Background: an optimization exercise with open tools, aiming at small area, a short achievable clock period and few clock cycles. Do not read the settings as production practice. At most, simulation tests tie the RTL to the original design; equivalence was not proved. No functional check of the RTL was part of runs 1 to 3. Power is estimated from default activity; no workload was simulated.

### design.v
`default_nettype none
module sdram_controller (
    input  wire        clk,
    input  wire        rst,
    input  wire        req,
    input  wire        we,
    input  wire [3:0]  sel,
    input  wire [22:0] adr,
    input  wire [31:0] dat_i,
    output wire        ack,
    output wire [31:0] dat_o,
    output wire        sdram_cke,
    output wire        sdram_cs_n,
    output wire        sdram_ras_n,
    output wire        sdram_cas_n,
    output wire        sdram_we_n,
    output wire [3:0]  sdram_dqm,
    output wire [1:0]  sdram_ba,
    output wire [12:0] sdram_a,
    input  wire [31:0] sdram_dqi,
    output wire [31:0] sdram_dqo
);
    localparam [3:0] CMD_NOP       = 4'b0111;
    localparam [3:0] CMD_ACTIVE    = 4'b0011;
    localparam [3:0] CMD_READ      = 4'b0101;
    localparam [3:0] CMD_WRITE     = 4'b0100;
    localparam [3:0] CMD_PRECHARGE = 4'b0010;
    localparam [3:0] CMD_REFRESH   = 4'b0001;
    localparam [9:0] REF_AT = 10'd760;
    reg  [3:0]  cmd_q;
    reg  [1:0]  ba_q;
    reg  [12:0] a_q;
    reg  [31:0] dqo_q;
    reg  [3:0]  dqm_q;
    reg  [3:0]  open_q;
    reg  [12:0] row_q [0:3];
    reg  [2:0]  tact_q [0:3];    
    reg  [2:0]  tref_q;          
    reg  [9:0]  rcnt_q;
    reg         rreq_q;
    reg         av_q, bv_q;
    reg  [11:0] atag_q, btag_q;
    reg         rpend_q;                    
    reg         eon_q;
    reg  [11:0] p0_q, p1_q;                 
    reg  [5:0]  d0_q, d1_q;                 
    reg  [11:0] h1_q;
    reg  [7:0]  h2_q;
    reg         hseq_q;                     
    reg  [1:0]  hcnt_q;
    integer i;
    wire rd = req & ~we;
    wire wr = req & we;
    wire [1:0]  xb = adr[13:12];
    wire [12:0] xr = {adr[1:0], adr[22:14]};
    wire [1:0]  pb = p0_q[11:10];
    wire last_act = (cmd_q == CMD_ACTIVE);
    wire last_pre = (cmd_q == CMD_PRECHARGE);
    wire last_wr  = (cmd_q == CMD_WRITE);
    reg [3:0] rw_ok, pre_ok, act_ok, row_hit_x;
    reg       all_pre_ok, ref_ok;
    always @* begin
        all_pre_ok = ~last_wr;
        ref_ok = (tref_q == 3'd7) & ~last_pre & ~(|open_q);
        for (i = 0; i < 4; i = i + 1) begin
            rw_ok[i]  = open_q[i] & (tact_q[i] >= 3'd2);
            pre_ok[i] = (tact_q[i] >= 3'd5) & ~(last_wr & ba_q == i);
            act_ok[i] = (tact_q[i] == 3'd7) & ~last_pre & ~last_act & (tref_q == 3'd7);
            row_hit_x[i] = (row_q[i] == xr);
            if (open_q[i] && tact_q[i] < 3'd5)
                all_pre_ok = 1'b0;
        end
    end
    wire x_rowok = open_q[xb] & row_hit_x[xb];
    wire hit_b   = bv_q & (adr[13:2] == btag_q) & row_hit_x[xb];
    wire       col_eq = (adr[11:2] == btag_q[9:0]);
    reg  [3:0] ack_b;
    always @* begin
        for (i = 0; i < 4; i = i + 1)
            ack_b[i] = (xb == i) & row_hit_x[i] &
                       ((rd & col_eq & bv_q & (btag_q[11:10] == i)) |
                        (wr & rw_ok[i] & ~rreq_q));
    end
    wire x_go    = rw_ok[xb] & row_hit_x[xb] & ~rreq_q;
    wire p_go    = eon_q & rw_ok[pb] & ~rreq_q;
    wire wr_acc = wr & x_go;
    wire rd_ack = rd & hit_b;
    wire miss   = rd & ~hit_b & ~rpend_q;
    assign ack = |ack_b;
    assign dat_o = sdram_dqi;
    reg  [3:0]  cmd_d;
    reg  [1:0]  ba_d;
    reg  [12:0] a_d;
    reg         do_act, do_pre, do_pre_all, do_ref, dir_rd, spec_rd;
    always @* begin
        cmd_d = CMD_NOP;
        ba_d = xb;
        a_d = {3'b000, adr[11:2]};
        do_act = 1'b0;
        do_pre = 1'b0;
        do_pre_all = 1'b0;
        do_ref = 1'b0;
        dir_rd = 1'b0;
        spec_rd = 1'b0;
        if (rreq_q) begin
            a_d[10] = 1'b1;
            if (|open_q) begin
                if (all_pre_ok) begin
                    cmd_d = CMD_PRECHARGE;
                    do_pre_all = 1'b1;
                end
            end else if (ref_ok) begin
                cmd_d = CMD_REFRESH;
                do_ref = 1'b1;
            end
        end else if (wr | miss) begin
            if (x_rowok) begin
                if (x_go) begin
                    cmd_d = wr ? CMD_WRITE : CMD_READ;
                    dir_rd = rd;
                end
            end else if (open_q[xb]) begin
                if (pre_ok[xb]) begin
                    cmd_d = CMD_PRECHARGE;
                    do_pre = 1'b1;
                end
            end else if (act_ok[xb]) begin
                cmd_d = CMD_ACTIVE;
                a_d = xr;
                do_act = 1'b1;
            end
        end else if (p_go) begin
            cmd_d = CMD_READ;
            ba_d = pb;
            a_d = {3'b000, p0_q[9:0]};
            spec_rd = 1'b1;
        end
    end
    assign sdram_cke = 1'b1;
    assign {sdram_cs_n, sdram_ras_n, sdram_cas_n, sdram_we_n} = cmd_q;
    assign sdram_ba = ba_q;
    assign sdram_a = a_q;
    assign sdram_dqo = dqo_q;
    assign sdram_dqm = dqm_q;
    wire        dual = (hcnt_q == 2'd3) & hseq_q & (adr[11:2] != h1_q[9:0] + 10'd1);
    wire [7:0]  t_dx = adr[9:2] - h2_q;
    wire [11:0] t_p0 = dual ? {h1_q[11:10], h1_q[9:0] + 10'd1}
                            : {adr[13:12], adr[11:2] + 10'd1};
    wire [11:0] t_p1 = {adr[13:12], adr[11:2] + (dual ? {4'd0, t_dx[5:0]} : 10'd2)};
    wire [5:0]  t_d0 = dual ? 6'd1 : 6'd2;
    wire [5:0]  t_d1 = dual ? t_dx[5:0] : 6'd2;
    always @(posedge clk) begin
        if (rst) begin
            cmd_q <= CMD_NOP;
            open_q <= 4'd0;
            for (i = 0; i < 4; i = i + 1)
                tact_q[i] <= 3'd7;
            tref_q <= 3'd7;
            rcnt_q <= 10'd0;
            rreq_q <= 1'b0;
            av_q <= 1'b0;
            bv_q <= 1'b0;
            rpend_q <= 1'b0;
            eon_q <= 1'b0;
            hcnt_q <= 2'd0;
        end else begin
            cmd_q <= cmd_d;
            for (i = 0; i < 4; i = i + 1)
                if (tact_q[i] != 3'd7) tact_q[i] <= tact_q[i] + 3'd1;
            if (tref_q != 3'd7) tref_q <= tref_q + 3'd1;
            if (do_act) begin
                open_q[xb] <= 1'b1;
                tact_q[xb] <= 3'd1;
            end
            if (do_pre)
                open_q[xb] <= 1'b0;
            if (do_pre_all)
                open_q <= 4'd0;
            if (do_ref) begin
                tref_q <= 3'd1;
                rcnt_q <= 10'd0;
                rreq_q <= 1'b0;
            end else begin
                rcnt_q <= rcnt_q + 10'd1;
                if (rcnt_q == REF_AT)
                    rreq_q <= 1'b1;
            end
            av_q <= (cmd_q == CMD_READ) & ~wr_acc;
            bv_q <= av_q & ~wr_acc;
            rpend_q <= (rpend_q | dir_rd) & ~rd_ack & ~wr_acc;
            if (wr_acc) begin
                eon_q <= 1'b0;
                hcnt_q <= 2'd0;
            end else if (dir_rd)
                eon_q <= 1'b1;
            if (rd_ack && hcnt_q != 2'd3)
                hcnt_q <= hcnt_q + 2'd1;
        end
        ba_q <= ba_d;
        a_q <= a_d;
        dqo_q <= dat_i;
        dqm_q <= ~sel;
        if (do_act)
            row_q[xb] <= xr;
        atag_q <= {ba_q, a_q[9:0]};
        btag_q <= atag_q;
        if (dir_rd) begin
            p0_q <= t_p0;
            p1_q <= t_p1;
            d0_q <= t_d0;
            d1_q <= t_d1;
        end else if (spec_rd) begin
            p0_q <= p1_q;
            p1_q <= {p0_q[11:10], p0_q[9:0] + {4'd0, d0_q}};
            d0_q <= d1_q;
            d1_q <= d0_q;
        end
        if (rd_ack) begin
            h1_q <= adr[13:2];
            h2_q <= h1_q[7:0];
            hseq_q <= (adr[9:2] == h2_q + 8'd1);
        end
    end
endmodule
`default_nettype wire
`default_nettype none
module user_proj_sdram (
    input  wire        wb_clk_i,
    input  wire        wb_rst_i,
    input  wire        wbs_stb_i,
    input  wire        wbs_cyc_i,
    input  wire        wbs_we_i,
    input  wire [3:0]  wbs_sel_i,
    input  wire [31:0] wbs_dat_i,
    input  wire [31:0] wbs_adr_i,
    output wire        wbs_ack_o,
    output wire [31:0] wbs_dat_o,
    output wire        sdram_cke,
    output wire        sdram_cs_n,
    output wire        sdram_ras_n,
    output wire        sdram_cas_n,
    output wire        sdram_we_n,
    output wire [3:0]  sdram_dqm,
    output wire [1:0]  sdram_ba,
    output wire [12:0] sdram_a,
    input  wire [31:0] sdram_dqi,
    output wire [31:0] sdram_dqo
);
    sdram_controller u_ctrl (
        .clk      (wb_clk_i),
        .rst      (wb_rst_i),
        .req      (wbs_stb_i & wbs_cyc_i),
        .we       (wbs_we_i),
        .sel      (wbs_sel_i),
        .adr      (wbs_adr_i[22:0]),
        .dat_i    (wbs_dat_i),
        .ack      (wbs_ack_o),
        .dat_o    (wbs_dat_o),
        .sdram_cke(sdram_cke),
        .sdram_cs_n(sdram_cs_n),
        .sdram_ras_n(sdram_ras_n),
        .sdram_cas_n(sdram_cas_n),
        .sdram_we_n(sdram_we_n),
        .sdram_dqm(sdram_dqm),
        .sdram_ba (sdram_ba),
        .sdram_a  (sdram_a),
        .sdram_dqi(sdram_dqi),
        .sdram_dqo(sdram_dqo)
    );
endmodule
`default_nettype wire
### run.sh
#!/bin/bash
# synth_recipe.tcl (not shown) runs the flow's synth.tcl, then flattens the netlist and writes it again
# the make line also repeats each setting of config.mk as NAME=value (left out here)
make -C /OpenROAD-flow-scripts/flow DESIGN_CONFIG=/design/flow/config.mk WORK_HOME=/design/flow/orfs CLKGATE_MAP_FILE= SYNTH_SCRIPT=/design/flow/synth_recipe.tcl finish
### config.mk
export PLATFORM = sky130hd
export DESIGN_NAME = user_proj_sdram
export DESIGN_NICKNAME = user_proj_sdram
export VERILOG_FILES = /design/flow/design.v
export SDC_FILE = /design/flow/constraint.sdc
export NUM_CORES = 4
export LEC_CHECK = 0
export CAP_MARGIN = 20
export CORE_MARGIN = 2
export CORE_UTILIZATION = 40
export SETUP_SLACK_MARGIN = 1.5
export SLEW_MARGIN = 20
### constraint.sdc
create_clock -name core_clock -period 4.5 [get_ports {wb_clk_i}]
set_input_delay 0.9000 -clock core_clock [delete_from_list [all_inputs] [get_ports {wb_clk_i}]]
set_output_delay 0.9000 -clock core_clock [all_outputs]
set_load 0.01 [all_outputs]
==> results.ini, run 1 <==
[power_and_ir_drop]
p_sw_share_pct = 25.1
powerDensity_mw_per_mm2 = 371
combPwrFrac_pct = 16.5
p_seq_share_pct = 44.1
p_sw_w = 0.00130
irDropWorstVdd_v = 0.000312
internal-power_w = 0.00387
power.leakage_nw = 5.57
pwr-share-clk_pct = 39.4

[status]
status = complete, no violations

[die]
start_util_pct = 40.5
die_w_um = 163
rows = 58
design.die.area_mm2 = 0.0266
core_mm2 = 0.0250
ios = 194
die_height_um = 163

[setup_path]
r2r-end = u_ctrl.p1_q[9]$_DFFE_PP_
arrival_ns = 3.71
timing.rr.start = u_ctrl.h1_q[0]$_DFFE_PP_
crit_slowest_cell = edfxtp_1
cp-start-kind = register
cp.required_ns = 4.76
rrSetupSlack_ns = 1.05
worstPathMaxFanout = 6
crit_type = register to register
slowest_delay_ns = 0.50
reg2regPathDepth = 17
end_kind = register
path_cells = ha_4 > xnor2_2 > o211ai_1 > a21oi_1 > nand4_1 > o211ai_4 > buf_6 > buf_6 > nor2_4 > ha_4 > nand4b_1 > nor2_1 > o21ai_1 > a31oi_1 > buf_4 > a21o_1 > a31oi_1

[global_route]
grt.overflow.total = 0
grt_pass1_wl_um = 38300
grt_use_total_pct = 18.3
grt_start_max_net_pins = 53
antenna_found_initial = 0
grt_pass1_vias = 7103

[yosys]
yosys_warnings = 1
yosysMostFrequentCell = dfxtp_1
synthFlopType = dfxtp_1
synth_edf_count = 101
synth.top_cells.by_count = dfxtp_1 (112), edfxtp_1 (101), xnor2_1 (64)
ys_seq_area_share_pct = 52.1
synth_area_leaders = edfxtp_1 (30%), dfxtp_1 (22%), xnor2_1 (5.5%)
synth_largest_area_cell = edfxtp_1
ys_types = 69
synth_area_mm2 = 0.0101
async_reset_ff_share_pct = 0
synth_seq_cells = 213
syn_inst = 903
syn_avg_cell_area_um2 = 11.2
synth_top_area_share_pct = 29.9

[clock_tree]
clock_latency_ns = 0.52
cts_root_buf = clkbuf_16
htreeDepth = 1
clkTransAtPathRegs_ns = 0.06
cts_tree = yes
cts_buffer_depth = 3
clock_sinks = 213
cts_buffers = 25

[placed_design]
dpl.hpwl_um = 16800
port_buffers = 116
gp_congestion = 0.815

[sta]
tns_ns = 0
worstMarginPinSlew_ns = 0.746
rsz0062_at_grt = yes
fin_crit_sh_pct = 76.7
period_minus_slack_ns = 3.45
relSlewSlack_pct = 50.1
hold_viol = 0
finClkSkew_ns = 0.0146
maxSlewViolCount = 0
fmax_ghz = 0.290
setup_viol = 0

[worst_hold_path]
hold_class = register to register
min_from = u_ctrl.atag_q[11]$_DFF_P_
hold_path_depth = 0
min_to = u_ctrl.btag_q[11]$_DFF_P_

[routing]
totalWireLength_um = 25400
wl_per_cell_um = 17.5
drc = 0
vias_per_cell = 5.13
via_count = 7421
initialDrtViolationCount = 407
dr.pass1.iters = 5
antenna_left = 0

[cells_and_area]
area_growth_pct = 37.5
n_antenna_cell = 0
drive_gt1_share_pct = 27.7
final_nets = 1246
post-route-util_pct = 55.6

[flow_run]
max-cap-violations = 0

layout make-up:
cell class	instances	area, µm²
clock buffer	36	764
sequential	213	5280
multi-input combinational	570	4790
timing repair buffer	247	2440
clock inverter	9	81.3
tap	330	413
fill	2140	11100
inverter	43	161
logic make-up after synthesis:
group | synth area share, %
AO/OA/AOI/OAI | 10.4
XOR/XNOR | 10.3
adder cells (fa/ha/maj) | 5.29
buffers and inverters | 6.87
flip-flops | 52.1
multiplexers | 3.09
other | 0.0741
AND/OR/NAND/NOR | 11.9
per-layer routing:
| layer | GRT usage, % | wire, µm | share of wire [%] |
|---|---|---|---|
| met4 | 5.99 | 713 | 2.8 |
| met1 | 25.5 | 11600 | 46 |
| met3 | 3.12 | 1470 | 5.8 |
| met2 | 28.9 | 11600 | 46 |
| met5 | 0 | 0 | 0 |
power groups by stage:
stage	clock (W)	combinational [W]	sequential, W
2_1_floorplan	0	0.000535	0.00231
3_3_place_gp	0	0.000755	0.00231
3_5_place_dp	0	0.000773	0.00232
4_1_cts	0.00209	0.000828	0.00228
5_1_grt	0.00215	0.000951	0.00230
6_report	0.00204	0.000853	0.00228
state kept, by name, summed over array words and instances, names as in the netlist, 8 cells and up:
signal,count
u_ctrl.p0_q,12
u_ctrl.dqo_q,32
u_ctrl.h1_q,12
u_ctrl.a_q,11
u_ctrl.tact_q,12
u_ctrl.rcnt_q,10
u_ctrl.h2_q,8
u_ctrl.btag_q,12
u_ctrl.atag_q,12
u_ctrl.row_q,44
u_ctrl.p1_q,12
what timing repair did:
action,CTS,global route
endpoints found under the setup margin,174,137
cloned,3,6
pin swaps,57,22
buffers inserted,53,16
gates resized for setup,197,46
hold buffers,0,0
worst max-delay path: cells and delay by family, from the launching register on:
family	cells	cell delay, ns
XOR/XNOR	1	0.15
AND/OR/NAND/NOR	4	0.49
adder cells (fa/ha/maj)	2	0.61
flip-flops	1	0.50
AO/OA/AOI/OAI	7	1.05
buffers and inverters	3	0.41
stage by stage:
step	instance area [µm²]	std cells	hold slack, ns	setup WS [ns]	total power [W]
final	13900	1448	0.315	1.05	0.00517
after global routing	13900	1448	0.326	0.804	0.00541
after CTS	13500	1426	0.323	1.08	0.00519
after detailed placement	11700	1325	0.312	0.0383	0.00309
after global placement	11700	1325	0.310	0.0838	0.00307
after floorplan	10300	905	0.310	0.935	0.00284
cells in the final DEF, fill, tap and decap left out, types with 16 or more instances in the layout:
cell             count
dfxtp_1            112
edfxtp_1           101
clkdlybuf4s50_1     90
buf_4               89
nand2_1             46
xor2_1              43
nor2_1              41
inv_1               40
xnor2_1             40
o21ai_0             36
ha_1                34
clkbuf_16           32
buf_6               27
nand3_1             26
xnor2_2             23
a21oi_1             20
nand4_1             16
how the worst max path moves through the flow:
stage                              from                        to  slack, ns  cells past startpoint
3_3_place_gp               wbs_adr_i[3]  u_ctrl.p1_q[7]$_DFFE_PP_       0.08                     16
3_5_place_dp               wbs_adr_i[2]  u_ctrl.p1_q[7]$_DFFE_PP_       0.04                     16
5_1_grt        u_ctrl.h1_q[0]$_DFFE_PP_  u_ctrl.p1_q[9]$_DFFE_PP_       0.80                     17
2_1_floorplan              wbs_adr_i[7]  u_ctrl.p1_q[8]$_DFFE_PP_       0.94                     16
6_report       u_ctrl.h1_q[0]$_DFFE_PP_  u_ctrl.p1_q[9]$_DFFE_PP_       1.05                     17
4_1_cts                   wbs_adr_i[21]                 wbs_ack_o       1.08                      8
==> run 2: changes to the inputs <==
--- a/design.v
+++ b/design.v
@@ -44,8 +44,8 @@
     reg         eon_q;
     reg  [11:0] p0_q, p1_q;                 
     reg  [5:0]  d0_q, d1_q;                 
-    reg  [11:0] h1_q;
-    reg  [7:0]  h2_q;
+    reg  [11:0] h1n_q;                      
+    reg  [9:0]  h2_q;                       
     reg         hseq_q;                     
     reg  [1:0]  hcnt_q;
     integer i;
@@ -142,11 +142,11 @@
     assign sdram_a = a_q;
     assign sdram_dqo = dqo_q;
     assign sdram_dqm = dqm_q;
-    wire        dual = (hcnt_q == 2'd3) & hseq_q & (adr[11:2] != h1_q[9:0] + 10'd1);
-    wire [7:0]  t_dx = adr[9:2] - h2_q;
-    wire [11:0] t_p0 = dual ? {h1_q[11:10], h1_q[9:0] + 10'd1}
-                            : {adr[13:12], adr[11:2] + 10'd1};
-    wire [11:0] t_p1 = {adr[13:12], adr[11:2] + (dual ? {4'd0, t_dx[5:0]} : 10'd2)};
+    wire        dual = (hcnt_q == 2'd3) & hseq_q & (adr[11:2] != h1n_q[9:0]);
+    wire [9:0]  t_dx = adr[11:2] - h2_q;
+    wire [9:0]  t_2x = {adr[10:2], 1'b0} - h2_q;    
+    wire [11:0] t_p0 = dual ? h1n_q : {adr[13:12], adr[11:2] + 10'd1};
+    wire [11:0] t_p1 = {adr[13:12], dual ? t_2x : adr[11:2] + 10'd2};
     wire [5:0]  t_d0 = dual ? 6'd1 : 6'd2;
     wire [5:0]  t_d1 = dual ? t_dx[5:0] : 6'd2;
     always @(posedge clk) begin
@@ -216,9 +216,9 @@
             d1_q <= d0_q;
         end
         if (rd_ack) begin
-            h1_q <= adr[13:2];
-            h2_q <= h1_q[7:0];
-            hseq_q <= (adr[9:2] == h2_q + 8'd1);
+            h1n_q <= {adr[13:12], adr[11:2] + 10'd1};
+            h2_q <= h1n_q[9:0] - 10'd1;
+            hseq_q <= (adr[11:2] == h2_q + 10'd1);
         end
     end
 endmodule
--- a/config.mk
+++ b/config.mk
@@ -5,6 +5,7 @@
 export SDC_FILE = /design/flow/constraint.sdc
 export NUM_CORES = 4
 export LEC_CHECK = 0
+export ABC_AREA = 1
 export CAP_MARGIN = 20
 export CORE_MARGIN = 2
 export CORE_UTILIZATION = 40
==> results.ini, run 2 <==
[placed_design]
port_buffers = 116
dp_slack_ns = 0.341
gp_congestion = 0.857
dpl.hpwl_um = 19200

[yosys]
syn_avg_cell_area_um2 = 8.55
synth_edf_count = 103
syn_inst = 1273
yosys_warnings = 1
synth.top_cells.by_count = nand2_1 (328), inv_1 (136), dfxtp_1 (112)
synthFlopType = dfxtp_1
synth_area_mm2 = 0.0109
ys_seq_area_share_pct = 49.0
async_reset_ff_share_pct = 0
synth_seq_cells = 215
synth_top_area_share_pct = 28.4
synth_largest_area_cell = edfxtp_1
yosysMostFrequentCell = nand2_1
ys_types = 44
synth_area_leaders = edfxtp_1 (28%), dfxtp_1 (21%), nand2_1 (11%)

[sta]
post-route-worst-setup-slack_ns = 1.27
fin_crit_sh_pct = 71.9
fmax_ghz = 0.309
tns_ns = 0
maxSlewViolCount = 0
hold_viol = 0
worstMarginPinSlew_ns = 0.687
finClkSkew_ns = 0.0123
period_minus_slack_ns = 3.23
setup_viol = 0
relSlewSlack_pct = 53.7
rsz0062_at_grt = yes

[power_and_ir_drop]
power.leakage_nw = 5.68
irDropWorstVdd_v = 0.000337
powerDensity_mw_per_mm2 = 388

[flow_run]
max-cap-violations = 0

[worst_hold_path]
hold_class = register to register
min_from = u_ctrl.atag_q[1]$_DFF_P_

[clock_tree]
cts_buffer_depth = 3
cts_buffers = 24
cts_root_buf = clkbuf_16
clock_sinks = 215
clock_latency_ns = 0.52
cts_tree = yes
clkTransAtPathRegs_ns = 0.06
htreeDepth = 1

[global_route]
grt_pass1_wl_um = 41000
antenna_found_initial = 0
grt_pass1_vias = 8156
grt_use_total_pct = 17.8
grt_start_max_net_pins = 42
grt.overflow.total = 0

[setup_path]
path_common_cell = nand2_1
cp.required_ns = 3.60
crit_slowest_cell = clkdlybuf4s50_1
arrival_ns = 2.33
slowest_delay_ns = 0.54
path_cells = clkdlybuf4s50_1 > nand3_2 > inv_2 > nand2_1 > o22ai_1 > nand2_1 > nand4_1 > buf_2
end_kind = primary output
crit_type = primary input to primary output
timing.rr.start = u_ctrl.tact_q[1][0]$_SDFFE_PP1P_
cp-startpoint = wbs_we_i
cp-start-kind = primary input
worstPathMaxFanout = 4

[cells_and_area]
final_common_cell = nand2_1
top_regs = u_ctrl.row_q x44, u_ctrl.dqo_q x32
register_area_mm2 = 0.00534
area_growth_pct = 22.2
drive_gt1_share_pct = 11.4
largest_reg_flops = 44
n_antenna_cell = 0
multi_input_area_mm2 = 0.00467
final_nets = 1540
final_cell_mix = nand2_1 (320), inv_1 (127), dfxtp_1 (112), edfxtp_1 (103), nor2_1 (102)
final.fill_count = 2549
largest_register = u_ctrl.row_q

[die]
start_util_pct = 40.6
die_height_um = 169
ios = 194
die_w_um = 169
core_mm2 = 0.0268
design.die.area_mm2 = 0.0285
rows = 60

[status]
status = complete, no violations

[routing]
initialDrtViolationCount = 440
vias_per_cell = 4.88
via_count = 8535
totalWireLength_um = 26200
dr.pass1.iters = 5
drc = 0
antenna_left = 0
wl_per_cell_um = 15.0

-- run 2: changes by cell type after synthesis, moves of 10 or more --
cell,before,now
nand2_1,53,328
nand3_1,29,44
nor2_1,50,107
xnor2_1,64,40
o21ai_1,0,13
a21oi_1,23,36
and2_1,10,0
inv_1,42,136
o21bai_1,11,0
o21ai_0,39,97
-- run 2: cells by family (layout without fill, tap and decap cells) --
group	Yosys count	after routing	synth area share, %
flops	215	215	49.0
compound gates	175	175	8.80
fa+ha+maj	45	45	5.38
buf+inv	216	349	9.32
mux	4	4	0.368
xor+xnor	85	85	6.84
other cells	2	4	0.0690
simple gates	531	531	20.2
-- run 2: per-stage QoR --
stage	area, µm²	utilization [%]	hold WS (ns)	total power [W]	std cells
5_1_grt	13300	49.6	0.323	0.00545	1749
2_1_floorplan	10900	-	0.310	0.00297	1275
4_1_cts	13100	48.9	0.323	0.00520	1735
6_report	13300	49.6	0.322	0.00516	1749
3_5_place_dp	12200	45.4	0.313	0.00326	1681
3_3_place_gp	12200	45.4	0.310	0.00323	1681
-- run 2: layout make-up --
cell class	count	area share, %
clock inverters	13	0.810
multi-input cells	844	35.1
repair buffers	156	11.2
inverters	144	4.24
flip-flops and latches	215	40.1
clock buffers	31	5.06
repair inverters	5	0.282
well taps	341	3.21
-- run 2: final timing paths --
path / end / slack, ns / cells past startpoint
max: wbs_ack_o / 1.27 / 8
min: u_ctrl.btag_q[1]$_DFF_P_ / 0.32 / 0
max reg2reg: u_ctrl.p1_q[4]$_DFFE_PP_ / 1.71 / 11
min reg2reg: u_ctrl.btag_q[1]$_DFF_P_ / 0.32 / 0
-- run 2: worst max-delay path: cells and delay by family --
| kind | cells | cell delay (ns) |
|---|---|---|
| buffers and inverters | 3 | 0.81 |
| AOI/OAI and AO/OA | 1 | 0.18 |
| and+or+nand+nor | 4 | 0.43 |
-- run 2: routing by layer --
metal  track usage, %  routed length [µm]  vias up  part of all wire (%)
li1                 -                   -     4336                     -
met2             30.7               12400      229                    48
met3             2.90                1580       39                   6.1
met4             4.54                 524        0                   2.0
met1             23.3               11600     3931                    44
met5                0                   0        -                     0
-- run 2: repair_timing --
item	CTS	global route
setup buffers	9	10
hold buffers	0	0
setup endpoints to repair	146	124
pin swaps	15	8
resized for setup	118	28
cloned	1	4
-- run 2: power by group --
part,switching [W],internal [W],leakage [nW]
sequential,0.000108,0.00220,1.86
clock,0.000796,0.00112,0.390
combinational,0.000524,0.000411,3.42
total,0.00143,0.00373,5.68
==> run 3: changes to the inputs <==
==> flow/run.sh (new file) <==
#!/bin/bash
# Standard layout, with the smallest buffer on the ports (buffer_ports
# otherwise picks clkdlybuf4s50_1); timing repair still sizes them up where
# needed. Each tool writes its own log under orfs/logs; make's output goes
# to flow_make.log.
set -euo pipefail
export BUFFER_PORTS_ARGS="-buffer_cell sky130_fd_sc_hd__buf_1"
bash standard.sh > flow_make.log 2>&1
==> standard.sh (new file) <==
#!/bin/bash
# synth_recipe.tcl (not shown) runs the flow's synth.tcl, then flattens the netlist and writes it again
# the make line also repeats each setting of config.mk as NAME=value (left out here)
make -C /OpenROAD-flow-scripts/flow DESIGN_CONFIG=/design/flow/config.mk WORK_HOME=/design/flow/orfs CLKGATE_MAP_FILE= SYNTH_SCRIPT=/design/flow/synth_recipe.tcl "${@:-finish}"
removed: run.sh
==> results.ini, run 3 <==
[placed_design]
dpl.hpwl_um = 18900
dp_slack_ns = 0.681
placed_area_mm2 = 0.0114
port_buffers = 116
dp_cells = 1677
gp_congestion = 0.892

[yosys]
synth_edf_count = 103
synthMuxAreaShare_pct = 0.368
synth_area_mm2 = 0.0109
yosysMostFrequentCell = nand2_1
synth_seq_cells = 215
yosys_warnings = 1
synth_largest_area_cell = edfxtp_1
synth_area_leaders = edfxtp_1 (28%), dfxtp_1 (21%), nand2_1 (11%)
ys_seq_area_share_pct = 49.0
async_reset_ff_share_pct = 0
ys_types = 44
syn_avg_cell_area_um2 = 8.55
synth_top_area_share_pct = 28.4
synthXorXnorAreaFrac_pct = 6.84
yosys.area_share.adder_pct = 5.38
synth.top_cells.by_count = nand2_1 (328), inv_1 (136), dfxtp_1 (112)
synth_top_family_by_area = simple AND/OR/NAND/NOR gates
synthFlopType = dfxtp_1
synth_compound_area_share_pct = 8.80
syn_inst = 1273
synth-simple-area-share_pct = 20.2

[die]
rows = 60
start_util_pct = 40.6
die_height_um = 169
design.die.area_mm2 = 0.0285
ios = 194
die_w_um = 169
core_mm2 = 0.0268

[clock_tree]
cts_buffers = 25
cts_root_buf = clkbuf_16
cts_tree = yes
clkTransAtPathRegs_ns = 0.06
cts_buffer_depth = 3
clock_latency_ns = 0.52
clock_sinks = 215
htreeDepth = 1
holdBufCountCts = 0

[routing]
dr.pass1.iters = 5
initialDrtViolationCount = 537
wl_per_cell_um = 15.0
via_count = 8533
vias_per_cell = 4.90
totalWireLength_um = 26200
antenna_left = 0
drc = 0

[setup_path]
arrival_ns = 2.38
end_kind = primary output
path_common_cell = nand2_2
crit_slowest_cell = o31ai_2
path_cells = buf_8 > inv_2 > buf_6 > nand2_2 > o211ai_1 > nor3_2 > nand2_2 > nor2_2 > nand2_2 > o31ai_2 > nand2_1 > nand4_1 > buf_2
worstPathMaxFanout = 4
crit_type = primary input to primary output
slowest_delay_ns = 0.24
cp-start-kind = primary input
cp.required_ns = 3.60

[sta]
tns_ns = 0
worstMarginPinSlew_ns = 0.716
hold_viol = 0
fin_crit_sh_pct = 72.9
relSlewSlack_pct = 52.2
rsz0062_at_grt = yes
period_minus_slack_ns = 3.28
maxSlewViolCount = 0
fmax_ghz = 0.305
post-route-worst-setup-slack_ns = 1.22
setup_viol = 0
finClkSkew_ns = 0.0110

[power_and_ir_drop]
p_sw_w = 0.00142
p_seq_share_pct = 45.4
power.leakage_nw = 5.37
pwr-share-clk_pct = 37.8
power_w = 0.00509
internal-power_w = 0.00366
irDropWorstVdd_v = 0.000360
powerDensity_mw_per_mm2 = 405
combPwrFrac_pct = 16.8
p_sw_share_pct = 28.0

[cells_and_area]
top_regs = u_ctrl.row_q x44, u_ctrl.dqo_q x32
fin_area_mm2 = 0.0125
final_common_cell = nand2_1
area_growth_pct = 15.3
drive_gt1_share_pct = 9.85
finalNonFillerCells = 1742
final.fill_count = 2593
final_nets = 1534
final_cell_mix = nand2_1 (320), inv_1 (129), dfxtp_1 (112), nor2_1 (105), edfxtp_1 (103)
n_antenna_cell = 0
largest_reg_flops = 44
largest_register = u_ctrl.row_q

[status]
status = complete, no violations

[global_route]
grt_start_max_net_pins = 38
grt_use_total_pct = 18.0
grt_pass1_wl_um = 41100
grt_pass1_vias = 8102
antenna_found_initial = 0
grt.overflow.total = 0

[worst_hold_path]
hold_class = register to register

[flow_run]
max-cap-violations = 0

run 3: what timing repair did:
| action | in CTS | in global routing |
|---|---|---|
| pin swaps | 8 | 8 |
| setup endpoints to repair | 111 | 101 |
| cloned | 0 | 2 |
| setup buffers | 11 | 8 |
| gates resized for setup | 52 | 21 |
run 3: logic make-up after synthesis:
family	count (synthesis)
mux	4
fa+ha+maj	45
buf+inv	216
simple gates	531
compound gates	175
xor+xnor	85
other cells	2
flops	215
run 3: layer usage:
metal / routed length (µm) / part of all wire (%) / up-vias / global-route usage (%)
met1: 11800 / 45 / 3907 / 23.6
met4: 798 / 3.0 / 0 / 5.96
met5: 0 / 0 / - / 0
li1: - / - / 4323 / -
met3: 1560 / 5.9 / 56 / 3.25
met2: 12100 / 46 / 247 / 30.1
run 3: through the flow:
step           hold slack, ns  utilization [%]
5_1_grt                 0.327             46.8
6_report                0.323             46.8
4_1_cts                 0.325             46.3
3_5_place_dp            0.312             42.6
3_3_place_gp            0.312             42.6
2_1_floorplan           0.310                -
run 3: worst max-delay path: cells and delay by family:
kind	cells	cell delay, ns
compound gates	2	0.33
buf+inv	4	0.39
simple gates	7	0.76
run 3: path summary, 6_finish.rpt:
kind	startpoint	end	slack (ns)	cells after the start
hold / removal	u_ctrl.atag_q[2]$_DFF_P_	u_ctrl.btag_q[2]$_DFF_P_	0.32	0
hold reg to reg	u_ctrl.atag_q[2]$_DFF_P_	u_ctrl.btag_q[2]$_DFF_P_	0.32	0
setup reg to reg	u_ctrl.tact_q[1][1]$_SDFFE_PP0P_	u_ctrl.d0_q[2]$_SDFFCE_PN0P_	1.81	10
setup / recovery	wbs_adr_i[3]	wbs_ack_o	1.22	13
run 3: power groups by stage:
| stage | Combinational [W] | Sequential [W] | Clock (W) |
|---|---|---|---|
| global placement | 0.000788 | 0.00234 | 0 |
| CTS | 0.000838 | 0.00231 | 0.00197 |
| finish | 0.000855 | 0.00231 | 0.00192 |
| detailed placement | 0.000808 | 0.00235 | 0 |
| floorplan | 0.000625 | 0.00234 | 0 |
| global route | 0.000989 | 0.00233 | 0.00206 |
run 3: cell type report:
cell class              count  area (µm²)  share of cell area (%)
inverters                 144         582                    4.64
repair inverters            1        7.51                  0.0598
multi-input cells         845        4610                    36.8
flip-flops and latches    215        5340                    42.5
repair buffers            152         807                    6.43
well taps                 341         427                    3.40
clock inverters             9        80.1                   0.638
clock buffers              35         693                    5.53
==> run 4: changes to the inputs <==
--- a/design.v
+++ b/design.v
@@ -33,7 +33,7 @@
     reg  [31:0] dqo_q;
     reg  [3:0]  dqm_q;
     reg  [3:0]  open_q;
-    reg  [12:0] row_q [0:3];
+    reg  [10:0] row_q [0:3];
     reg  [2:0]  tact_q [0:3];    
     reg  [2:0]  tref_q;          
     reg  [9:0]  rcnt_q;
@@ -45,14 +45,14 @@
     reg  [11:0] p0_q, p1_q;                 
     reg  [5:0]  d0_q, d1_q;                 
     reg  [11:0] h1n_q;                      
-    reg  [9:0]  h2_q;                       
+    reg  [9:0]  h2n_q;                      
     reg         hseq_q;                     
     reg  [1:0]  hcnt_q;
     integer i;
     wire rd = req & ~we;
     wire wr = req & we;
     wire [1:0]  xb = adr[13:12];
-    wire [12:0] xr = {adr[1:0], adr[22:14]};
+    wire [10:0] xr = {adr[1:0], adr[22:14]};
     wire [1:0]  pb = p0_q[11:10];
     wire last_act = (cmd_q == CMD_ACTIVE);
     wire last_pre = (cmd_q == CMD_PRECHARGE);
@@ -126,7 +126,7 @@
                 end
             end else if (act_ok[xb]) begin
                 cmd_d = CMD_ACTIVE;
-                a_d = xr;
+                a_d = {2'b00, xr};
                 do_act = 1'b1;
             end
         end else if (p_go) begin
@@ -143,8 +143,8 @@
     assign sdram_dqo = dqo_q;
     assign sdram_dqm = dqm_q;
     wire        dual = (hcnt_q == 2'd3) & hseq_q & (adr[11:2] != h1n_q[9:0]);
-    wire [9:0]  t_dx = adr[11:2] - h2_q;
-    wire [9:0]  t_2x = {adr[10:2], 1'b0} - h2_q;    
+    wire [5:0]  t_dx = adr[7:2] - h2n_q[5:0] + 6'd1;
+    wire [9:0]  t_2x = {adr[10:2], 1'b1} - h2n_q;   
     wire [11:0] t_p0 = dual ? h1n_q : {adr[13:12], adr[11:2] + 10'd1};
     wire [11:0] t_p1 = {adr[13:12], dual ? t_2x : adr[11:2] + 10'd2};
     wire [5:0]  t_d0 = dual ? 6'd1 : 6'd2;
@@ -217,8 +217,8 @@
         end
         if (rd_ack) begin
             h1n_q <= {adr[13:12], adr[11:2] + 10'd1};
-            h2_q <= h1n_q[9:0] - 10'd1;
-            hseq_q <= (adr[11:2] == h2_q + 10'd1);
+            h2n_q <= h1n_q[9:0];
+            hseq_q <= (adr[11:2] == h2n_q);
         end
     end
 endmodule
--- a/config.mk
+++ b/config.mk
@@ -9,5 +9,6 @@
 export CAP_MARGIN = 20
 export CORE_MARGIN = 2
 export CORE_UTILIZATION = 40
+export CTS_BUF_LIST = sky130_fd_sc_hd__clkbuf_4 sky130_fd_sc_hd__clkbuf_8
 export SETUP_SLACK_MARGIN = 1.5
 export SLEW_MARGIN = 20
==> results.ini, run 4 <==
[status]
status = complete, no violations

[die]
design.die.area_mm2 = 0.0277
die_height_um = 166
rows = 59
ios = 194
start_util_pct = 40.6
core_mm2 = 0.0260
die_w_um = 166

[routing]
totalWireLength_um = 25200
drc = 0
initialDrtViolationCount = 480
vias_per_cell = 4.81
wl_per_cell_um = 14.9
antenna_left = 0
dr.pass1.iters = 6
via_count = 8140

[global_route]
grt.overflow.total = 0
grt_start_max_net_pins = 38
grt_pass1_wl_um = 40000
grt_pass1_vias = 7762
grt_use_total_pct = 17.9
antenna_found_initial = 0

[setup_path]
end_kind = primary output
cp-start-kind = primary input
r2r-end = u_ctrl.d0_q[5]$_SDFFCE_PN0P_
reg2regPathDepth = 14
worstPathMaxFanout = 7
slowest_delay_ns = 0.26
arrival_ns = 2.48
timing.rr.start = u_ctrl.row_q[2][0]$_DFFE_PP_
cp.required_ns = 3.60
path_common_cell = nand2_1
crit_slowest_cell = nor3_2
path_cells = buf_1 > inv_2 > o22ai_1 > nor3_2 > nand4_1 > buf_6 > o31ai_4 > nand2_1 > nand2_1 > nand3b_1 > buf_2
rrSetupSlack_ns = 1.84
crit_type = primary input to primary output

[clock_tree]
cts_tree = yes
clock_sinks = 215
holdBufCountCts = 0
cts_buffer_depth = 3
htreeDepth = 2
cts_buffers = 39
clkTransAtPathRegs_ns = 0.05
cts_root_buf = clkbuf_8
clock_latency_ns = 0.54

[flow_run]
max-cap-violations = 0

[yosys]
ys_seq_area_share_pct = 50.6
synth.top_cells.by_count = nand2_1 (313), inv_1 (119), dfxtp_1 (112)
synthFlopType = dfxtp_1
synth_edf_count = 103
synth_largest_area_cell = edfxtp_1
synth_area_leaders = edfxtp_1 (29%), dfxtp_1 (21%), nand2_1 (11%)
synth_top_area_share_pct = 29.3
syn_avg_cell_area_um2 = 8.70
yosys_warnings = 1
ys_types = 50
async_reset_ff_share_pct = 0
synth_area_mm2 = 0.0105
synth_seq_cells = 215
syn_inst = 1212
yosysMostFrequentCell = nand2_1

[sta]
fin_crit_sh_pct = 75.2
worstMarginPinSlew_ns = 0.691
rsz0062_at_grt = yes
period_minus_slack_ns = 3.38
tns_ns = 0
relSlewSlack_pct = 53.9
maxSlewViolCount = 0
finClkSkew_ns = 0.0220
setup_viol = 0
timing.hold.ws_ns = 0.326
fmax_ghz = 0.296
hold_viol = 0

[placed_design]
placed_area_mm2 = 0.0112
gp_congestion = 0.862
dpl.hpwl_um = 18000
port_buffers = 116
dp_cells = 1610

[worst_hold_path]
min_to = u_ctrl.btag_q[3]$_DFF_P_
hold_class = register to register
hold_path_depth = 0
min_from = u_ctrl.atag_q[3]$_DFF_P_

[cells_and_area]
finalNonFillerCells = 1692
fin_area_mm2 = 0.0122
final_nets = 1480
area_growth_pct = 15.4
n_antenna_cell = 0
largest_reg_flops = 44
drive_gt1_share_pct = 13.0
largest_register = u_ctrl.row_q
final_cell_mix = nand2_1 (312), inv_1 (113), dfxtp_1 (112), edfxtp_1 (103), buf_1 (99)
top_regs = u_ctrl.row_q x44, u_ctrl.dqo_q x32
post-route-util_pct = 46.8
final_common_cell = nand2_1

[power_and_ir_drop]
powerDensity_mw_per_mm2 = 415
power.leakage_nw = 5.25
irDropWorstVdd_v = 0.000307

[run 4: changes by cell type after synthesis, moves of 4 or more]
cell | before | now
a21oi_1 | 36 | 27
buf_2 | 18 | 23
buf_6 | 5 | 1
inv_1 | 136 | 119
inv_2 | 7 | 20
mux2i_1 | 4 | 0
nand2_1 | 328 | 313
nand3_1 | 44 | 32
nor2_1 | 107 | 96
o211ai_1 | 8 | 12
o21ai_0 | 97 | 76
o21ai_1 | 13 | 32
xor2_1 | 45 | 33
[run 4: worst max-delay path: cells and delay by family]
kind | cells | cell delay, ns
buffers and inverters | 4 | 0.62
AND/OR/NAND/NOR | 5 | 0.68
AO/OA/AOI/OAI | 2 | 0.29
[run 4: worst max-delay path by stage]
stage	from	end	slack (ns)	cells past startpoint
global route	wbs_adr_i[6]	wbs_ack_o	1.01	11
finish	wbs_adr_i[2]	wbs_ack_o	1.12	11
CTS	wbs_adr_i[3]	wbs_ack_o	1.08	12
detailed placement	wbs_adr_i[17]	u_ctrl.d0_q[5]$_SDFFCE_PN0P_	0.73	15
floorplan	wbs_adr_i[16]	u_ctrl.d0_q[0]$_DFFE_PP_	1.45	13
global placement	wbs_adr_i[14]	u_ctrl.d0_q[4]$_SDFFCE_PN0P_	0.79	15
[run 4: logic make-up after synthesis]
kind of cell	after synthesis	synth area share, %
XOR/XNOR	70	5.82
AND/OR/NAND/NOR	496	19.5
other	2	0.0712
flip-flops	215	50.6
adder cells (fa/ha/maj)	47	5.79
buffers and inverters	215	9.42
AO/OA/AOI/OAI	167	8.83
[run 4: report_power, final]
part	internal (W)	switching, W
Combinational	0.000314	0.000518
Clock	0.00108	0.000829
Sequential	0.00221	0.000105
[run 4: repair_timing]
action                                  in CTS  in global routing
endpoints found under the setup margin      83                 69
resized for setup                           25                 14
setup buffers                                3                  6
cloned                                       0                  3
pin swaps                                    3                  8
[run 4: metrics by stage]
step / setup slack, ns / power (W)
final: 1.12 / 0.00505
after global placement: 0.790 / 0.00314
after global routing: 1.01 / 0.00534
after detailed placement: 0.728 / 0.00316
after CTS: 1.08 / 0.00509
after floorplan: 1.45 / 0.00297
[run 4: layout make-up]
class	count	area, µm²
timing repair inverter	3	15.0
clock inverter	13	97.6
clock buffer	57	709
tap	335	419
fill	2553	13800
timing repair buffer	144	689
inverter	141	552
multi-input combinational	784	4350
sequential	215	5340
[run 4: routing by layer]
layer | GRT usage (%) | share of wire (%)
met5 | 0 | 0
met2 | 29.2 | 46
met1 | 23.8 | 46
met4 | 5.88 | 2.6
met3 | 3.65 | 5.4
Testbench counts of run 4, summed over its fixed seeds: cycles 23,166.
==> run 5: changes to the inputs <==
==> config.mk (replaced) <==
export PLATFORM = sky130hd
export DESIGN_NAME = user_proj_sdram
export DESIGN_NICKNAME = user_proj_sdram
export VERILOG_FILES = /design/flow/design.v
export SDC_FILE = /design/flow/constraint.sdc
export NUM_CORES = 4
export LEC_CHECK = 0
export ABC_AREA = 0
export CAP_MARGIN = 20
export CORE_MARGIN = 2
export CORE_UTILIZATION = 40
export SETUP_SLACK_MARGIN = 1.5
export SLEW_MARGIN = 20
==> results.ini, run 5 <==
[status]
status = complete, no violations

[yosys]
ys_types = 68
synth_largest_area_cell = edfxtp_1
syn_avg_cell_area_um2 = 11.7
synth_area_mm2 = 0.0101
synthXorXnorAreaFrac_pct = 9.52
async_reset_ff_share_pct = 0
synth_edf_count = 103
ys_seq_area_share_pct = 52.7
yosysMostFrequentCell = dfxtp_1
synth_top_area_share_pct = 30.6
synth_area_leaders = edfxtp_1 (31%), dfxtp_1 (22%), xnor2_1 (6.1%)
yosys.area_share.adder_pct = 6.04
synthMuxAreaShare_pct = 6.32
syn_inst = 868
synth_top_family_by_area = simple AND/OR/NAND/NOR gates
synth.top_cells.by_count = dfxtp_1 (112), edfxtp_1 (103), xnor2_1 (70)
synth_compound_area_share_pct = 7.95
yosys_warnings = 1
synth-simple-area-share_pct = 10.8
synth_seq_cells = 215
synthFlopType = dfxtp_1

[global_route]
grt_pass1_wl_um = 35800
grt_pass1_vias = 6483
grt.overflow.total = 0
antenna_found_initial = 0
grt_start_max_net_pins = 39
grt_use_total_pct = 17.2

[sta]
post-route-worst-setup-slack_ns = 0.482
rsz0062_at_grt = yes
period_minus_slack_ns = 4.02
worstMarginPinSlew_ns = 0.957
fin_crit_sh_pct = 89.3
fmax_ghz = 0.249
relSlewSlack_pct = 35.7
maxSlewViolCount = 0
setup_viol = 0
timing.hold.ws_ns = 0.323
hold_viol = 0
tns_ns = 0
finClkSkew_ns = 0.0160

[routing]
drc = 0
vias_per_cell = 5.12
initialDrtViolationCount = 413
wl_per_cell_um = 18.0
top_layer_used = met4
wl_met1_um = 11000
antenna_left = 0
dr_wl_met3_um = 1410
via_count = 6882
totalWireLength_um = 24200
dr_wl_met2_um = 11200
dr.pass1.iters = 5

[die]
start_util_pct = 40.4
die_w_um = 163
core_mm2 = 0.0250
rows = 58
ios = 194
design.die.area_mm2 = 0.0266
die_height_um = 163

[cells_and_area]
final_cell_mix = dfxtp_1 (112), edfxtp_1 (103), buf_1 (101), xnor2_1 (49), buf_4 (49)
top_regs = u_ctrl.row_q x44, u_ctrl.dqo_q x32
final.fill_count = 2283
largest_register = u_ctrl.row_q
finalNonFillerCells = 1343
final_common_cell = dfxtp_1
n_antenna_cell = 0
drive_gt1_share_pct = 19.2
area_growth_pct = 21.9
post-route-util_pct = 49.3
final_nets = 1147
largest_reg_flops = 44

[worst_hold_path]
hold_path_depth = 0
hold_class = register to register
min_to = u_ctrl.btag_q[3]$_DFF_P_
min_from = u_ctrl.atag_q[3]$_DFF_P_

[clock_tree]
clkTransAtPathRegs_ns = 0.06
clock_latency_ns = 0.52
cts_buffer_depth = 3
htreeDepth = 1
cts_tree = yes
cts_buffers = 24
clock_sinks = 215
cts_root_buf = clkbuf_16

[setup_path]
path_cells = buf_4 > xnor2_2 > nand4_1 > or4_4 > mux4_2 > or3_4 > a21oi_4 > buf_6
slowest_delay_ns = 0.58
r2r-end = u_ctrl.d0_q[1]$_DFFE_PP_
arrival_ns = 3.12
end_kind = primary output
crit_type = primary input to primary output
rrSetupSlack_ns = 1.64
cp.required_ns = 3.60
cp-start-kind = primary input
reg2regPathDepth = 6
timing.rr.start = u_ctrl.tact_q[2][1]$_SDFFE_PP0P_
crit_slowest_cell = or4_4
worstPathMaxFanout = 9

[power_and_ir_drop]
irDropWorstVdd_v = 0.000376
powerDensity_mw_per_mm2 = 408
power.leakage_nw = 4.83

[placed_design]
port_buffers = 116
gp_congestion = 0.901
dpl.hpwl_um = 16400
dp_cells = 1265
dp_slack_ns = 0.124

[flow_run]
max-cap-violations = 0

-- run 5: changes by cell type after synthesis, sizes merged, moves of 21 or more --
cell	delta
o21ai	-85
xnor2	+33
mux2i	+21
inv	-90
nand2	-282
mux2	+29
nor2	-59
-- run 5: worst max path at each step --
stage,from,endpoint,slack [ns],depth (start not counted)
floorplan,wbs_adr_i[14],wbs_ack_o,0.84,7
global placement,wbs_adr_i[14],wbs_ack_o,0.18,8
detailed placement,wbs_adr_i[14],wbs_ack_o,0.12,8
CTS,wbs_adr_i[0],wbs_ack_o,0.47,9
global route,wbs_adr_i[15],wbs_ack_o,0.41,9
finish,wbs_adr_i[19],wbs_ack_o,0.48,8
-- run 5: cell type report --
cell class	count	area [µm²]	area share, %
clock buffer	37	753	6.11
clock inverter	7	67.6	0.548
inverter	49	186	1.51
multi-input combinational	535	4590	37.3
sequential	215	5340	43.3
tap	330	413	3.35
timing repair buffer	170	982	7.97
-- run 5: critical path: cells and delay by family --
family,cells,cell delay (ns)
AOI/OAI and AO/OA,1,0.15
xor gates and xnor gates,1,0.17
buffers and inverters,2,0.29
muxes,1,0.48
and+or+nand+nor,3,1.13
-- run 5: metal layers --
metal  track usage [%]  vias up
met2              28.0      235
li1                  -     3334
met3              3.20       37
met4              5.15        0
met1              23.5     3276
met5                 0        -
-- run 5: kinds of logic after synthesis --
kind of cell | count (synthesis)
mux | 54
buf+inv | 125
other cells | 2
flops | 215
fa+ha+maj | 47
simple gates | 203
compound gates | 112
xor+xnor | 110
-- run 5: what timing repair did --
| item | CTS | global route |
|---|---|---|
| gates resized for setup | 29 | 31 |
| setup endpoints to repair | 169 | 86 |
| cloned | 1 | 7 |
| setup buffers | 11 | 15 |
| hold buffers | 0 | 0 |
| pin swaps | 10 | 14 |
-- run 5: where the power goes --
group | internal (W) | leakage, nW | switching, W | total, W
Sequential | 0.00218 | 1.86 | 0.000104 | 0.00229
Clock | 0.00121 | 0.397 | 0.000780 | 0.00199
Combinational | 0.000344 | 2.57 | 0.000405 | 0.000750
Total | 0.00374 | 4.83 | 0.00129 | 0.00503
-- run 5: per-stage QoR --
step	power (W)	area, µm²
finish	0.00503	12300
global route	0.00525	12300
CTS	0.00505	11900
detailed placement	0.00303	10900
global placement	0.00301	10900
floorplan	0.00287	10400
==> run 6: changes to the inputs <==
--- a/config.mk
+++ b/config.mk
@@ -5,9 +5,9 @@
 export SDC_FILE = /design/flow/constraint.sdc
 export NUM_CORES = 4
 export LEC_CHECK = 0
-export ABC_AREA = 0
+export ABC_AREA = 1
 export CAP_MARGIN = 20
 export CORE_MARGIN = 2
 export CORE_UTILIZATION = 40
-export SETUP_SLACK_MARGIN = 1.5
+export SETUP_SLACK_MARGIN = 2.0
 export SLEW_MARGIN = 20
==> results.ini, run 6 <==
[flow_run]
max-cap-violations = 0

[sta]
finClkSkew_ns = 0.00867
tns_ns = 0
maxSlewViolCount = 0
fmax_ghz = 0.293
worstMarginPinSlew_ns = 0.639
fin_crit_sh_pct = 75.8
rsz0062_at_grt = yes
post-route-worst-setup-slack_ns = 1.09
timing.hold.ws_ns = 0.319
relSlewSlack_pct = 56.9
hold_viol = 0
period_minus_slack_ns = 3.41
setup_viol = 0

[placed_design]
placed_area_mm2 = 0.0112
gp_congestion = 0.844
dpl.hpwl_um = 17700
port_buffers = 116
dp_slack_ns = 0.727

[routing]
vias_per_cell = 4.92
wl_per_cell_um = 15.1
drc = 0
via_count = 8348
initialDrtViolationCount = 542
antenna_left = 0
totalWireLength_um = 25500
dr.pass1.iters = 5

[setup_path]
worstPathMaxFanout = 4
path_common_cell = buf_6
crit_type = primary input to primary output
slowest_delay_ns = 0.28
rrSetupSlack_ns = 2.07
timing.rr.start = u_ctrl.row_q[3][3]$_DFFE_PP_
crit_slowest_cell = nor3_4
reg2regPathDepth = 13
arrival_ns = 2.51
end_kind = primary output
cp.required_ns = 3.60
r2r-end = u_ctrl.p1_q[0]$_DFFE_PP_
cp-start-kind = primary input
path_cells = buf_6 > buf_6 > nand2_2 > nand4_1 > nor3_4 > nand4_1 > buf_6 > buf_6 > o22ai_2 > nand2_1 > nand2_1 > nand3b_1 > buf_2

[cells_and_area]
area_growth_pct = 21.2
largest_register = u_ctrl.row_q
n_antenna_cell = 0
final_nets = 1494
drive_gt1_share_pct = 15.5
fin_area_mm2 = 0.0128
final_common_cell = nand2_1
post-route-util_pct = 49.2
largest_reg_flops = 44
final_cell_mix = nand2_1 (306), inv_1 (112), dfxtp_1 (112), edfxtp_1 (103), buf_1 (96)
top_regs = u_ctrl.row_q x44, u_ctrl.dqo_q x32

[global_route]
grt_use_total_pct = 18.1
grt_pass1_vias = 7912
grt_pass1_wl_um = 40700
grt_start_max_net_pins = 38
antenna_found_initial = 0
grt.overflow.total = 0

[worst_hold_path]
min_from = u_ctrl.atag_q[6]$_DFF_P_
hold_class = register to register
min_to = u_ctrl.btag_q[6]$_DFF_P_
hold_path_depth = 0

[clock_tree]
clock_latency_ns = 0.54
clock_sinks = 215
clkTransAtPathRegs_ns = 0.06
cts_buffer_depth = 3
cts_tree = yes
htreeDepth = 1
cts_buffers = 25
cts_root_buf = clkbuf_16

[yosys]
synth.top_cells.by_count = nand2_1 (313), inv_1 (119), dfxtp_1 (112)
syn_avg_cell_area_um2 = 8.70
synth_area_mm2 = 0.0105
async_reset_ff_share_pct = 0
synth_seq_cells = 215
ys_types = 50
yosys_warnings = 1
synth_area_leaders = edfxtp_1 (29%), dfxtp_1 (21%), nand2_1 (11%)
yosysMostFrequentCell = nand2_1
synth_largest_area_cell = edfxtp_1
synth_edf_count = 103
syn_inst = 1212
synthFlopType = dfxtp_1
ys_seq_area_share_pct = 50.6
synth_top_area_share_pct = 29.3

[status]
status = complete, no violations

[power_and_ir_drop]
power.leakage_nw = 5.52
powerDensity_mw_per_mm2 = 410
irDropWorstVdd_v = 0.000355

[die]
design.die.area_mm2 = 0.0277
ios = 194
core_mm2 = 0.0260
die_w_um = 166
rows = 59
start_util_pct = 40.6
die_height_um = 166

[run 6: final cells by class]
type / count / area, µm²
Clock buffer: 32 / 692
Sequential cell: 215 / 5340
Tap cell: 335 / 419
Timing Repair inverter: 4 / 30.0
Clock inverter: 14 / 144
Inverter: 141 / 572
Multi-Input combinational cell: 785 / 4530
Fill cell: 2478 / 13200
Timing Repair Buffer: 170 / 1060
[run 6: where the power goes]
part | switching, W | internal [W] | leakage, nW
Sequential | 0.000107 | 0.00220 | 1.86
Clock | 0.000835 | 0.00121 | 0.417
Combinational | 0.000536 | 0.000346 | 3.23
[run 6: what timing repair did]
item,CTS,global route
gates resized for setup,79,30
hold buffers,0,0
setup endpoints to repair,173,133
buffers inserted,22,9
pin swaps,20,12
gates cloned,6,4
[run 6: cells by family after synthesis]
kind of cell	share of synthesized area [%]
AND/OR/NAND/NOR	19.5
AO/OA/AOI/OAI	8.83
adder cells (fa/ha/maj)	5.79
XOR/XNOR	5.82
buffers and inverters	9.42
other	0.0712
flip-flops	50.6
[run 6: critical path, delay by kind of cell]
| family | cells | cell delay, ns |
|---|---|---|
| AOI/OAI and AO/OA | 1 | 0.10 |
| buffers and inverters | 5 | 0.62 |
| and+or+nand+nor | 7 | 0.88 |
[run 6: worst max path at each step]
stage	to	start	cells past startpoint
floorplan	u_ctrl.d0_q[0]$_DFFE_PP_	wbs_adr_i[16]	13
global placement	u_ctrl.p1_q[0]$_DFFE_PP_	wbs_adr_i[12]	13
detailed placement	u_ctrl.d0_q[0]$_DFFE_PP_	wbs_adr_i[12]	13
CTS	wbs_ack_o	wbs_adr_i[6]	11
global route	wbs_ack_o	wbs_adr_i[8]	13
finish	wbs_ack_o	wbs_adr_i[6]	13
[run 6: routing by layer]
layer / up-vias / wire (µm) / GRT usage, %
met5: - / 0 / 0
met4: 0 / 874 / 6.52
met3: 64 / 1440 / 2.57
met2: 247 / 12100 / 30.6
met1: 3865 / 11100 / 23.8
li1: 4172 / - / -
[run 6: stage by stage]
stage	total power, W	cells
finish	0.00524	1696
global route	0.00552	1696
CTS	0.00528	1683
detailed placement	0.00317	1609
global placement	0.00314	1609
floorplan	0.00298	1214
==> run 7: changes to the inputs <==
--- a/config.mk
+++ b/config.mk
@@ -9,5 +9,5 @@
 export CAP_MARGIN = 20
 export CORE_MARGIN = 2
 export CORE_UTILIZATION = 40
-export SETUP_SLACK_MARGIN = 2.0
+export SETUP_SLACK_MARGIN = 1.0
 export SLEW_MARGIN = 20
==> results.ini, run 7 <==
[yosys]
ys_seq_area_share_pct = 50.6
async_reset_ff_share_pct = 0
syn_avg_cell_area_um2 = 8.70
synth_area_leaders = edfxtp_1 (29%), dfxtp_1 (21%), nand2_1 (11%)
ys_types = 50
synthFlopType = dfxtp_1
synth_area_mm2 = 0.0105
yosysMostFrequentCell = nand2_1
syn_inst = 1212
yosys_warnings = 1
synth_edf_count = 103
synth_top_area_share_pct = 29.3
synth.top_cells.by_count = nand2_1 (313), inv_1 (119), dfxtp_1 (112)
synth_seq_cells = 215
synth_largest_area_cell = edfxtp_1

[setup_path]
timing.rr.start = u_ctrl.tact_q[2][0]$_SDFFE_PP1P_
arrival_ns = 2.54
cp-startpoint = wbs_adr_i[2]
end_kind = primary output
worstPathMaxFanout = 5
crit_type = primary input to primary output
cp-start-kind = primary input
path_common_cell = nand2_1
cp.required_ns = 3.60
slowest_delay_ns = 0.27
crit_slowest_cell = nand4_1
path_cells = buf_1 > inv_2 > o22ai_1 > nor3_2 > nand4_1 > buf_4 > o22ai_2 > nand2_1 > nand2_1 > nand3b_1 > buf_2

[cells_and_area]
largest_register = u_ctrl.row_q
final_nets = 1460
post-route-util_pct = 46.6
multi_input_area_mm2 = 0.00429
final_cell_mix = nand2_1 (309), inv_1 (118), dfxtp_1 (112), buf_1 (110), edfxtp_1 (103)
top_regs = u_ctrl.row_q x44, u_ctrl.dqo_q x32
final_common_cell = nand2_1
final.fill_count = 2548
area_growth_pct = 14.8
register_area_mm2 = 0.00534
largest_reg_flops = 44
drive_gt1_share_pct = 9.27
n_antenna_cell = 0

[sta]
tns_ns = 0
fmax_ghz = 0.290
hold_viol = 0
fin_crit_sh_pct = 76.5
relSlewSlack_pct = 56.9
rsz0062_at_grt = yes
worstMarginPinSlew_ns = 0.644
maxSlewViolCount = 0
period_minus_slack_ns = 3.44
setup_viol = 0
finClkSkew_ns = 0.0212

[clock_tree]
cts_buffer_depth = 3
clock_latency_ns = 0.53
clock_sinks = 215
cts_root_buf = clkbuf_16
cts_tree = yes
htreeDepth = 1
cts_buffers = 25
clkTransAtPathRegs_ns = 0.06

[routing]
dr.pass1.iters = 5
vias_per_cell = 4.87
drc = 0
wl_per_cell_um = 15.0
via_count = 8086
totalWireLength_um = 24900
antenna_left = 0
initialDrtViolationCount = 555

[global_route]
antenna_found_initial = 0
grt_pass1_wl_um = 39800
grt_use_total_pct = 17.6
grt_start_max_net_pins = 47
grt_pass1_vias = 7650
grt.overflow.total = 0

[placed_design]
port_buffers = 116
gp_congestion = 0.909
dpl.hpwl_um = 18000

[die]
rows = 59
die_height_um = 166
start_util_pct = 40.6
design.die.area_mm2 = 0.0277
ios = 194
die_w_um = 166
core_mm2 = 0.0260

[power_and_ir_drop]
irDropWorstVdd_v = 0.000337
power_w = 0.00516
power.leakage_nw = 5.20
powerDensity_mw_per_mm2 = 426

[worst_hold_path]
hold_class = register to register
min_from = u_ctrl.atag_q[3]$_DFF_P_

[status]
status = complete, no violations

[flow_run]
max-cap-violations = 0

-- run 7: cell types whose count changed in the layout (fill, tap and decap cells not counted), sizes merged --
cell | previous run | this run
clkinvlp | 5 | 3
buf | 167 | 140
inv | 142 | 143
clkbuf | 35 | 31
nand2 | 320 | 319
clkinv | 10 | 9
-- run 7: cell type report --
type                       count  share of cell area (%)
clock buffer                  30                    5.49
clock inverter                16                    1.26
inverter                     141                    4.48
multi-input combinational    784                    35.5
sequential                   215                    44.1
tap                          335                    3.46
timing repair buffer         141                    5.75
-- run 7: metrics by stage --
step | setup slack (ns) | hold WS [ns] | cells | cell area [µm²]
floorplan | 1.03 | 0.310 | 1214 | 10600
global placement | 0.669 | 0.310 | 1609 | 11100
detailed placement | 0.596 | 0.312 | 1609 | 11100
CTS | 1.00 | 0.323 | 1656 | 11900
global route | 0.938 | 0.328 | 1662 | 12100
finish | 1.06 | 0.324 | 1662 | 12100
-- run 7: power breakdown --
| part | internal [W] | total [W] | switching (W) |
|---|---|---|---|
| sequential | 0.00220 | 0.00231 | 0.000108 |
| combinational | 0.000312 | 0.000829 | 0.000517 |
| clock | 0.00118 | 0.00202 | 0.000842 |
-- run 7: worst paths after layout --
kind	to	depth (start not counted)	slack (ns)
worst max-delay path	wbs_ack_o	11	1.06
worst min-delay path	u_ctrl.btag_q[3]$_DFF_P_	0	0.32
worst max register to register	u_ctrl.row_q[0][7]$_DFFE_PP_	10	1.72
worst min register to register	u_ctrl.btag_q[3]$_DFF_P_	0	0.32
-- run 7: logic make-up after synthesis --
logic type,synth area share (%)
AO/OA/AOI/OAI,8.83
XOR/XNOR,5.82
adder cells (fa/ha/maj),5.79
buffers and inverters,9.42
flip-flops,50.6
other,0.0712
AND/OR/NAND/NOR,19.5
-- run 7: what timing repair did --
action / in CTS / in global routing
pin swaps: 4 / 8
cloned: 0 / 0
setup endpoints to repair: 1 / 12
setup buffers: 1 / 5
gates resized for setup: 8 / 29
hold buffers: 0 / 0
-- run 7: critical path: cells and delay by family --
family,cells,cell delay [ns]
simple gates,5,0.79
buf+inv,4,0.64
compound gates,2,0.21
-- run 7: layer usage --
| metal | share of wire [%] | wire length, µm | global-route usage [%] | vias to the layer above |
|---|---|---|---|---|
| met5 | 0 | 0 | 0 | - |
| met4 | 2.5 | 630 | 5.06 | 0 |
| met3 | 6.4 | 1600 | 3.00 | 52 |
| met2 | 45 | 11300 | 28.7 | 256 |
| met1 | 46 | 11400 | 24.2 | 3674 |
| li1 | - | - | - | 4104 |
==> run 8: changes to the inputs <==
--- a/config.mk
+++ b/config.mk
@@ -9,5 +9,5 @@
 export CAP_MARGIN = 20
 export CORE_MARGIN = 2
 export CORE_UTILIZATION = 40
-export SETUP_SLACK_MARGIN = 1.0
+export SETUP_SLACK_MARGIN = 1.5
 export SLEW_MARGIN = 20
==> results.ini, run 8 <==
[yosys]
syn_inst = 1212
synth.top_cells.by_count = nand2_1 (313), inv_1 (119), dfxtp_1 (112)
ys_types = 50
synth_area_mm2 = 0.0105
synthFlopType = dfxtp_1
synth_area_leaders = edfxtp_1 (29%), dfxtp_1 (21%), nand2_1 (11%)
synth_edf_count = 103
syn_avg_cell_area_um2 = 8.70
synth_top_area_share_pct = 29.3
synth_seq_cells = 215

[sta]
hold_viol = 0
worstMarginPinSlew_ns = 0.690
maxSlewViolCount = 0
fmax_ghz = 0.293
fin_crit_sh_pct = 75.8
period_minus_slack_ns = 3.41
finClkSkew_ns = 0.0111
rsz0062_at_grt = yes
timing.hold.ws_ns = 0.321
relSlewSlack_pct = 53.9

[setup_path]
worstPathMaxFanout = 10
arrival_ns = 2.51
crit_type = primary input to primary output
end_kind = primary output
cp.required_ns = 3.60

[global_route]
grt_start_max_net_pins = 38
grt.overflow.total = 0
antenna_found_initial = 0
grt_pass1_wl_um = 39800
grt_pass1_vias = 7666

[clock_tree]
cts_tree = yes
cts_buffers = 25
cts_root_buf = clkbuf_16
htreeDepth = 1
holdBufCountCts = 0
cts_buffer_depth = 3
clock_latency_ns = 0.54
clock_sinks = 215

[power_and_ir_drop]
powerDensity_mw_per_mm2 = 426
combPwrFrac_pct = 16.0
irDropWorstVdd_v = 0.000369
internal-power_w = 0.00373
power_w = 0.00518
pwr-share-clk_pct = 39.4
power.leakage_nw = 5.22
p_seq_share_pct = 44.6

[status]
status = complete, no violations

[cells_and_area]
area_growth_pct = 15.4
final_cell_mix = nand2_1 (312), inv_1 (114), dfxtp_1 (112), edfxtp_1 (103), buf_1 (99)
final_common_cell = nand2_1
largest_reg_flops = 44
largest_register = u_ctrl.row_q
drive_gt1_share_pct = 10.8
final_nets = 1460
n_antenna_cell = 0

[die]
start_util_pct = 40.6
rows = 59
ios = 194
die_height_um = 166

[routing]
via_count = 8098
vias_per_cell = 4.88
dr_wl_met3_um = 1350
drc = 0
wl_met1_um = 11300
initialDrtViolationCount = 462
dr_wl_met2_um = 11500
antenna_left = 0

[worst_hold_path]
hold_class = register to register

[placed_design]
port_buffers = 116
dpl.hpwl_um = 18000
placed_area_mm2 = 0.0112

-- run 8: cell counts after synthesis --
No cell type changed its count.
-- run 8: metal layers --
metal | track usage [%] | up-vias
li1 | - | 4112
met1 | 23.8 | 3697
met2 | 29.6 | 244
met3 | 2.72 | 45
met4 | 5.51 | 0
met5 | 0 | -
-- run 8: worst max-delay path, cell delays in order --
cell and delay, ns:
buf_1 0.07, buf_4 0.18, xor2_1 0.20, nor3_4 0.24
nand4_1 0.15, buf_6 0.16, o31ai_4 0.17, nand2_1 0.07
nand2_1 0.05, nand3b_1 0.16, buf_2 0.16
-- run 8: power by group through the flow --
stage / combinational, W / clock (W) / sequential [W]
4_1_cts: 0.000828 / 0.00209 / 0.00231
3_5_place_dp: 0.000811 / 0 / 0.00235
3_3_place_gp: 0.000794 / 0 / 0.00235
5_1_grt: 0.000958 / 0.00217 / 0.00233
2_1_floorplan: 0.000625 / 0 / 0.00234
6_report: 0.000830 / 0.00205 / 0.00231
-- run 8: worst paths after layout --
kind	endpoint	startpoint	cells after the start
worst max register to register	u_ctrl.row_q[1][9]$_DFFE_PP_	u_ctrl.tact_q[3][0]$_SDFFE_PP1P_	10
worst min register to register	u_ctrl.btag_q[10]$_DFF_P_	u_ctrl.atag_q[10]$_DFF_P_	0
worst max-delay path	wbs_ack_o	wbs_adr_i[7]	11
worst min-delay path	u_ctrl.btag_q[10]$_DFF_P_	u_ctrl.atag_q[10]$_DFF_P_	0
-- run 8: per-stage QoR --
step | cells | utilization (%) | setup slack [ns]
detailed placement | 1610 | 43.0 | 0.728
finish | 1661 | 46.8 | 1.09
CTS | 1658 | 46.6 | 1.08
global placement | 1610 | 43.0 | 0.790
global route | 1661 | 46.8 | 0.980
floorplan | 1214 | - | 1.45
-- run 8: layout make-up --
type	instances	area (µm²)
Multi-Input combinational cell	784	4350
Timing Repair Buffer	139	648
Clock inverter	8	75.1
Timing Repair inverter	2	12.5
Inverter	141	544
Clock buffer	37	778
Tap cell	335	419
Fill cell	2520	13800
Sequential cell	215	5340
-- run 8: kinds of logic (layout without fill, tap and decap cells) --
| family | Yosys count | after routing | synth area share (%) |
|---|---|---|---|
| adder cells (fa/ha/maj) | 47 | 47 | 5.79 |
| flip-flops | 215 | 215 | 50.6 |
| AO/OA/AOI/OAI | 167 | 167 | 8.83 |
| XOR/XNOR | 70 | 70 | 5.82 |
| AND/OR/NAND/NOR | 496 | 496 | 19.5 |
| other | 2 | 4 | 0.0712 |
| buffers and inverters | 215 | 327 | 9.42 |
-- run 8: what timing repair did --
action,in CTS,in global routing
endpoints found under the setup margin,81,69
setup buffers,3,1
cloned,0,2
pin swaps,3,2
resized for setup,25,9

Check on run 8: ideal ports give 1.089 ns setup slack; a clkbuf_16 on the clock port and buf_2 on the inputs give 1.069 ns; moving port delays by the midpoint clock arrival (0.577 ns) as well gives 1.052 ns.
